This is an optimization exercise on Yosys and OpenROAD, whose aim is small area, not a production implementation.
Function was checked by simulation only, so behaviour that the tests miss may differ from the original.
Power is estimated from default activity; no workload was simulated.

==> flow/design.v <==
module Lab1 (
	input        clk,
	input        rst,
	input        key0_in,
	output [6:0] min1,
	output [6:0] min2,
	output [6:0] sec1,
	output [6:0] sec2,
	output [6:0] ms1,
	output [6:0] ms2
);
reg k1, k2, k3;
always @(posedge clk or negedge rst)
	if (!rst) begin
		k1 <= 1'b0;
		k2 <= 1'b0;
		k3 <= 1'b0;
	end else begin
		k1 <= ~key0_in;
		k2 <= k1;
		k3 <= k2;
	end
reg go;
always @(posedge clk or negedge rst)
	if (!rst)
		go <= 1'b0;
	else
		go <= 1'b1;
reg run;
always @(posedge clk or negedge rst)
	if (!rst)
		run <= 1'b0;
	else if (~k2 & k3)
		run <= ~run;
reg  [5:0] pc;
wire tc = ((pc & 6'h3f) == 6'h23);
wire zc = ((pc & 6'h3f) == 6'h7);
wire fc = ^(pc & 6'h21) ^ 1'b0 ^ tc;
always @(posedge clk)
	if (!go)
		pc <= 6'hf;
	else if (run | tc)
		pc <= {pc[4:0], fc};
wire inc_c = run & zc;
reg  [12:0] ps;
wire ts = ((ps & 13'h1fff) == 13'h1c40);
wire zs = ((ps & 13'h1fff) == 13'h1880);
wire fs = ^(ps & 13'h1004) ^ 1'b0 ^ ts;
always @(posedge clk)
	if (!go)
		ps <= 13'h1101;
	else if (run | ts)
		ps <= {ps[11:0], fs};
wire inc_s = run & zs;
reg  [18:0] pm;
wire tm = ((pm & 19'h7ffff) == 19'he010);
wire zm = ((pm & 19'h7ffff) == 19'h1c020);
wire fm = ^(pm & 19'h41080) ^ 1'b1 ^ tm;
always @(posedge clk)
	if (!go)
		pm <= 19'h38041;
	else if (run | tm)
		pm <= {pm[17:0], fm};
wire inc_m = run & zm;
reg [3:0] c1;
wire c1_n0 = (c1[2]) | (~c1[0]);
wire c1_n1 = (~c1[1] & c1[2]) | (c1[3]);
wire c1_n2 = (~c1[0] & c1[2]) | (c1[0] & ~c1[1] & ~c1[2]);
wire c1_n3 = (c1[0] & c1[1] & ~c1[3]) | (~c1[0] & c1[3]) | (c1[1] & c1[2]);
always @(posedge clk or negedge rst)
	if (!rst)
		c1 <= 4'd2;
	else if (inc_c)
		c1 <= {c1_n3, c1_n2, c1_n1, c1_n0};
wire c1_co = inc_c & ((c1[1] & c1[3]));
reg [3:0] c2;
wire c2_n0 = (~c2[2] & c2[3]) | (~c2[0]);
wire c2_n1 = (~c2[0] & c2[1]) | (c2[1] & ~c2[3]) | (~c2[0] & ~c2[3]);
wire c2_n2 = (~c2[0] & ~c2[1]) | (~c2[1] & c2[2]);
wire c2_n3 = (~c2[0] & ~c2[2] & ~c2[3]) | (c2[1]);
always @(posedge clk or negedge rst)
	if (!rst)
		c2 <= 4'd4;
	else if (c1_co)
		c2 <= {c2_n3, c2_n2, c2_n1, c2_n0};
reg [3:0] s1;
wire s1_n0 = (s1[2]) | (~s1[0]);
wire s1_n1 = (~s1[1] & s1[2]) | (s1[3]);
wire s1_n2 = (~s1[0] & s1[2]) | (s1[0] & ~s1[1] & ~s1[2]);
wire s1_n3 = (s1[0] & s1[1] & ~s1[3]) | (~s1[0] & s1[3]) | (s1[1] & s1[2]);
always @(posedge clk or negedge rst)
	if (!rst)
		s1 <= 4'd2;
	else if (inc_s)
		s1 <= {s1_n3, s1_n2, s1_n1, s1_n0};
wire s1_co = inc_s & ((s1[1] & s1[3]));
reg [2:0] s2;
wire s2_n0 = (~s2[2]);
wire s2_n1 = (~s2[0]);
wire s2_n2 = (~s2[1]);
always @(posedge clk or negedge rst)
	if (!rst)
		s2 <= 3'd4;
	else if (s1_co)
		s2 <= {s2_n2, s2_n1, s2_n0};
reg [3:0] m1;
wire m1_n0 = (m1[2]) | (~m1[0]);
wire m1_n1 = (~m1[1] & m1[2]) | (m1[3]);
wire m1_n2 = (~m1[0] & m1[2]) | (m1[0] & ~m1[1] & ~m1[2]);
wire m1_n3 = (m1[0] & m1[1] & ~m1[3]) | (~m1[0] & m1[3]) | (m1[1] & m1[2]);
always @(posedge clk or negedge rst)
	if (!rst)
		m1 <= 4'd2;
	else if (inc_m)
		m1 <= {m1_n3, m1_n2, m1_n1, m1_n0};
wire m1_co = inc_m & ((m1[1] & m1[3]));
reg [2:0] m2;
wire m2_n0 = (~m2[2]);
wire m2_n1 = (~m2[0]);
wire m2_n2 = (~m2[1]);
always @(posedge clk or negedge rst)
	if (!rst)
		m2 <= 3'd4;
	else if (m1_co)
		m2 <= {m2_n2, m2_n1, m2_n0};
assign ms1[0] = (c1[0] & ~c1[1] & ~c1[2]);
assign ms1[1] = (~c1[0] & c1[1] & c1[2]) | (c1[2] & c1[3]);
assign ms1[2] = (~c1[0] & ~c1[1] & ~c1[3]);
assign ms1[3] = (c1[0] & ~c1[2]);
assign ms1[4] = (c1[0] & ~c1[2]) | (c1[1] & c1[2]);
assign ms1[5] = (~c1[1] & ~c1[3]) | (c1[0] & ~c1[3]);
assign ms1[6] = (~c1[2] & ~c1[3]);
assign ms2[0] = (c2[1] & ~c2[3]) | (c2[0] & ~c2[1] & c2[3]);
assign ms2[1] = (~c2[2] & ~c2[3]);
assign ms2[2] = (~c2[0] & c2[1]);
assign ms2[3] = (c2[0] & c2[2]) | (c2[0] & ~c2[1] & c2[3]);
assign ms2[4] = (c2[0]);
assign ms2[5] = (c2[1]);
assign ms2[6] = (~c2[0] & c2[2]) | (c2[1] & c2[2]);
assign sec1[0] = (s1[0] & ~s1[1] & ~s1[2]);
assign sec1[1] = (~s1[0] & s1[1] & s1[2]) | (s1[2] & s1[3]);
assign sec1[2] = (~s1[0] & ~s1[1] & ~s1[3]);
assign sec1[3] = (s1[0] & ~s1[2]);
assign sec1[4] = (s1[0] & ~s1[2]) | (s1[1] & s1[2]);
assign sec1[5] = (~s1[1] & ~s1[3]) | (s1[0] & ~s1[3]);
assign sec1[6] = (~s1[2] & ~s1[3]);
assign sec2[0] = (~s2[1] & ~s2[2]) | (s2[1] & s2[2]);
assign sec2[1] = (s2[0] & s2[2]);
assign sec2[2] = (~s2[0] & ~s2[2]);
assign sec2[3] = (~s2[1] & ~s2[2]) | (s2[1] & s2[2]);
assign sec2[4] = (s2[1] & s2[2]) | (s2[0]);
assign sec2[5] = (s2[1]);
assign sec2[6] = (~s2[0] & s2[2]);
assign min1[0] = (m1[0] & ~m1[1] & ~m1[2]);
assign min1[1] = (~m1[0] & m1[1] & m1[2]) | (m1[2] & m1[3]);
assign min1[2] = (~m1[0] & ~m1[1] & ~m1[3]);
assign min1[3] = (m1[0] & ~m1[2]);
assign min1[4] = (m1[0] & ~m1[2]) | (m1[1] & m1[2]);
assign min1[5] = (~m1[1] & ~m1[3]) | (m1[0] & ~m1[3]);
assign min1[6] = (~m1[2] & ~m1[3]);
assign min2[0] = (~m2[1] & ~m2[2]) | (m2[1] & m2[2]);
assign min2[1] = (m2[0] & m2[2]);
assign min2[2] = (~m2[0] & ~m2[2]);
assign min2[3] = (~m2[1] & ~m2[2]) | (m2[1] & m2[2]);
assign min2[4] = (m2[1] & m2[2]) | (m2[0]);
assign min2[5] = (m2[1]);
assign min2[6] = (~m2[0] & m2[2]);
endmodule
clock: 10.0 ns
lec_check: 0
cap_margin: 20
core_margin: 2
core_utilization: 40
slew_margin: 20
standard.sh (not shown) runs the stock make flow with config.mk's settings and CLKGATE_MAP_FILE= SYNTH_SCRIPT=/design/flow/synth_recipe.tcl, a recipe that flattens the netlist after the stock synthesis.
==> flow/flow/run.sh <==
#!/bin/bash
# Own layout flow: the standard ORFS flow with three changes:
#  - synthesis uses an area-oriented ABC script and skips Yosys's full/half-adder
#    extraction (everything else, including register naming, is the standard flow's synthesis);
#  - ports are buffered with the smallest buffer cell;
#  - clock tree built from small clock buffers, without dummy loads.
set -euo pipefail
W=$PWD
F=$W/flow
# synthesis script: synth_recipe.tcl, with ORFS's synth.tcl patched to use flow/area.abc
sed -e "s#^source \$::env(SCRIPTS_DIR)/synth_preamble.tcl\$#&\nset abc_args [lreplace \$abc_args 1 1 $F/area.abc]#" \
  "$FLOW_HOME/scripts/synth.tcl" > "$W/synth_body.tcl"
grep -q "area.abc" "$W/synth_body.tcl"
sed -e "s#^source \$::env(SCRIPTS_DIR)/synth.tcl\$#source $W/synth_body.tcl#" "$W/synth_recipe.tcl" > "$W/own_synth.tcl"
grep -q "synth_body.tcl" "$W/own_synth.tcl"
CTS="$(cat $F/cts_args.txt)"
bash standard.sh \
  SYNTH_SCRIPT="$W/own_synth.tcl" \
  ADDER_MAP_FILE= \
  "BUFFER_PORTS_ARGS=-buffer_cell sky130_fd_sc_hd__buf_1" \
  "CTS_ARGS=$CTS" \
  finish > "$W/orfs_make.log" 2>&1
==> flow/flow/area.abc <==
strash
&get -n
&deepsyn -I 3 -J 500
&put
dch -f
amap -F 8 -A 16
topo
dnsize -c
==> flow/flow/cts_args.txt <==
-sink_clustering_enable -repair_clock_nets -dont_use_dummy_load -buf_list sky130_fd_sc_hd__clkbuf_4
The first run completed with no timing, DRC or antenna violations.
Edit:
==> flow/flow/area.abc (replaced) <==
strash
&get -n
&deepsyn -I 3 -J 500
&put
dch -f
amap
topo
dnsize -c
CORE_UTILIZATION = 85   (was 40)
After rerunning:
- With this change the flow failed in global placement (3_3_place_gp)
- synthesized area went up by 0.48%
- synthesized cell count went up by about 1%
Edit:
CORE_UTILIZATION = 65   (was 85)
Result: This time the run completed without violations; synthesized cell count stays the same; area after synthesis does not change.
Edit:
CORE_UTILIZATION = 40   (was 65)
The changed run ran to the end with no violations. Routed wire length is higher by 2.4%. Clock skew is higher by 0.017 ns. Power is higher by 0.55%. Synthesized area stays the same.

==> static timing again, ports no longer ideal <==
The results above use ideal ports. As a check the final layouts listed here were re-extracted and re-timed, cells and wires unchanged.
Step 1 (the two cells are an assumption about what drives the block):
set clk [get_ports {clk}]
set_driving_cell -lib_cell sky130_fd_sc_hd__clkbuf_16 $clk
set_driving_cell -lib_cell sky130_fd_sc_hd__buf_2 [delete_from_list [all_inputs] $clk]
Step 2, shift: input delay + t, output delay - t, t = (earliest + latest rising clock arrival at the registers) / 2. This alone moves slack from input paths to output paths.
a / b / c = no drivers / after step 1 / after step 2; a / b = the first two.
run	t (ns)	setup slack, ns	latest minus earliest clock arrival (ns)	worst slew at a driven data input, ns	pins driven straight from the clock port
the first run	0.403	6.363 / 6.336 / 6.740	0.026 / 0.025	0.03	1
the third run	0.397	6.340 / 6.317 / 6.714	0.016 / 0.016	0.03	1
the fourth run	0.402	6.367 / 6.342 / 6.744	0.032 / 0.032	0.03	1
After both steps every run listed still meets setup and hold.
